Source: an optimization exercise on an open RTL-to-GDS flow (aim: small area, a short achievable clock period and few clock cycles per item). Production flows keep margins and buffers that such runs may drop.
Only simulation tests tie the RTL to the original design; equivalence was not proved.

## bbs_generator
module bbs_generator(
    input  wire CLOCK_50,
    input  wire res,
    input  wire [63:0] seed,
    output wire [9:0] LEDR,
    output reg  valid,
    output wire [63:0] x_out,
    output wire [6:0] HEX0,
    output wire [6:0] HEX1,
    output wire [6:0] HEX2,
    output wire [6:0] HEX3,
    output wire [6:0] HEX4,
    output wire [6:0] HEX5
);
For scale: ~5,200 cells after synthesis.
==> flow/config.mk <==
export PLATFORM = sky130hd
export DESIGN_NAME = bbs_generator
export DESIGN_NICKNAME = bbs_generator
export VERILOG_FILES = /design/flow/design.v
export SDC_FILE = /design/flow/constraint.sdc
export NUM_CORES = 4
export LEC_CHECK = 0
export CAP_MARGIN = 20
export CORE_MARGIN = 2
export CORE_UTILIZATION = 60
export SETUP_SLACK_MARGIN = 2.5
export SLEW_MARGIN = 20
export SYNTH_HIERARCHICAL = 1
export SYNTH_MINIMUM_KEEP_SIZE = 0
==> flow/constraint.sdc <==
create_clock -name core_clock -period 12.0 [get_ports {CLOCK_50}]
set_input_delay 2.4000 -clock core_clock [delete_from_list [all_inputs] [get_ports {CLOCK_50}]]
set_output_delay 2.4000 -clock core_clock [all_outputs]
set_load 0.01 [all_outputs]
run.sh (not shown) runs the stock make flow with config.mk's settings and CLKGATE_MAP_FILE= SYNTH_SCRIPT=/design/flow/synth_recipe.tcl, a recipe that flattens the netlist after the stock synthesis.
The baseline went through all stages and came out clean.
Testbench counts at the start, summed over its fixed seeds: cycles 216, numbers 192.
Rerun with:
--- a/flow/design.v
+++ b/flow/design.v
@@ -2922,29 +2922,26 @@
     assign yt_P[30] = 1'b0;
     wire yt_co = yt_G[30];
     wire [30:0] yt_s = yt_p ^ {yt_G[29:0], 1'b0};
     wire [30:0] t = yt_s;
     wire h1 = yt_co ^ e;    
     wire h2 = yt_co & e;    
-    wire [6:0] w0 = {1'b0, t[5:0]};
-    wire [6:0] w1 = {1'b0, t[5:0]} + 7'd19;
-    wire [6:0] w2 = {1'b0, t[5:0]} + 7'd38;
-    wire [6:0] w3 = {1'b0, t[5:0]} + 7'd57;
-    wire c6 = h2 ? w2[6] : (h1 ? w1[6] : w0[6]);
-    wire [24:0] z = {yt_p[30:7] ^ yt_g[29:6], yt_p[6] ^ yt_G[5]};
+    wire [6:0] l0 = {1'b0, t[5:0]};
+    wire [6:0] l19 = {1'b0, t[5:0]} + 7'd19;
+    wire [6:0] l38 = {1'b0, t[5:0]} + 7'd38;
+    wire [6:0] l = h2 ? l38 : (h1 ? l19 : l0);
     wire [25:0] ones;
     assign ones[0] = 1'b1;
     genvar gi;
     generate for (gi = 1; gi < 26; gi = gi + 1) begin : op
-        assign ones[gi] = &z[gi-1:0];
+        assign ones[gi] = ones[gi-1] & t[gi+5];
     end endgenerate
-    wire ovf = c6 & ones[25];
-    wire [5:0] la = h2 ? w2[5:0] : (h1 ? w1[5:0] : w0[5:0]);
-    wire [5:0] lb = h2 ? w3[5:0] : (h1 ? w2[5:0] : w1[5:0]);
-    wire [24:0] hi = t[30:6] ^ ({25{c6}} & ones[24:0]);
-    assign r = ovf ? {25'd0, lb} : {hi, la};
+    wire [24:0] hi = t[30:6] ^ ({25{l[6]}} & ones[24:0]);
+    wire ovf = l[6] & ones[25];
+    wire [6:0] l2 = {1'b0, l[5:0]} + 7'd19;
+    assign r = ovf ? {24'd0, l2} : {hi, l[5:0]};
 endmodule
 module crt_s (
     input  wire [30:0] a,
     input  wire [30:0] b,
     input  wire        ge,
     output wire [30:0] s
@@ -4494,19 +4491,13 @@
     assign ax_P[35] = 1'b0;
     wire ax_co = ax_G[35];
     wire [35:0] ax_s = ax_p ^ {ax_G[34:0], 1'b0};
     wire [35:0] L = ax_s;
     wire [4:0] m = 5'd19 - L[35:31];
     wire [5:0] lo = {1'b0, s[4:0]} - {1'b0, m};
-    wire [25:0] zeros;
-    assign zeros[0] = 1'b1;
-    genvar gi;
-    generate for (gi = 1; gi < 26; gi = gi + 1) begin : op
-        assign zeros[gi] = zeros[gi-1] & ~s[gi+4];
-    end endgenerate
-    wire [25:0] hi = s[30:5] ^ ({26{lo[5]}} & zeros);
+    wire [25:0] hi = s[30:5] - {25'd0, lo[5]};
     assign x = {hi, lo[4:0], L[30:0]};
 endmodule
 module decode_7seg(
     input [3:0] in,
     output reg [6:0] seg
 );
After rerunning: Via count decreases by 2.3%. Worst setup slack degrades by 56 ps. Clock-buffer cell count grows by 1. First-iteration DRC count is lower by about 15%. Non-clock buffer count drops by 8. Cell area hardly moves. Routed wire length decreases by about 1.3%. Global-route usage falls by 0.35 points. Cell count came out lower by 1.1%.
Testbench counts after the change, summed over its fixed seeds: cycles 216, numbers 192.

## re-timing with driven ports
The flow's constraints put no driver on any port. The routed layouts listed below were extracted and timed again, unchanged, in two steps. Step 1 (the two cells are an assumption about what drives the block):
set clk [get_ports {CLOCK_50}]
set_driving_cell -lib_cell sky130_fd_sc_hd__clkbuf_16 $clk
set_driving_cell -lib_cell sky130_fd_sc_hd__buf_2 [delete_from_list [all_inputs] $clk]
Step 2 also shifts input and output timing later by t, the mid clock arrival at the registers, as if the neighbouring blocks saw the same clock. a / b / c = ideal / step 1 / step 2; a / b = the first two.
| run | t (ns) | setup slack, ns | worst setup path at the end | worst slew at a driven data input, ns | pins driven straight from the clock port |
|---|---|---|---|---|---|
| the first run | 0.556 | 2.747 / 2.747 / 2.469 | input to register | 0.05 | 1 |
| the second run | 0.591 | 2.691 / 2.617 / 2.564 | input to register | 0.05 | 1 |
After both steps every run listed still meets setup and hold. For the first run, which loses most, drivers alone change the setup slack by 0.000 ns; drivers and shift together by -0.278 ns.
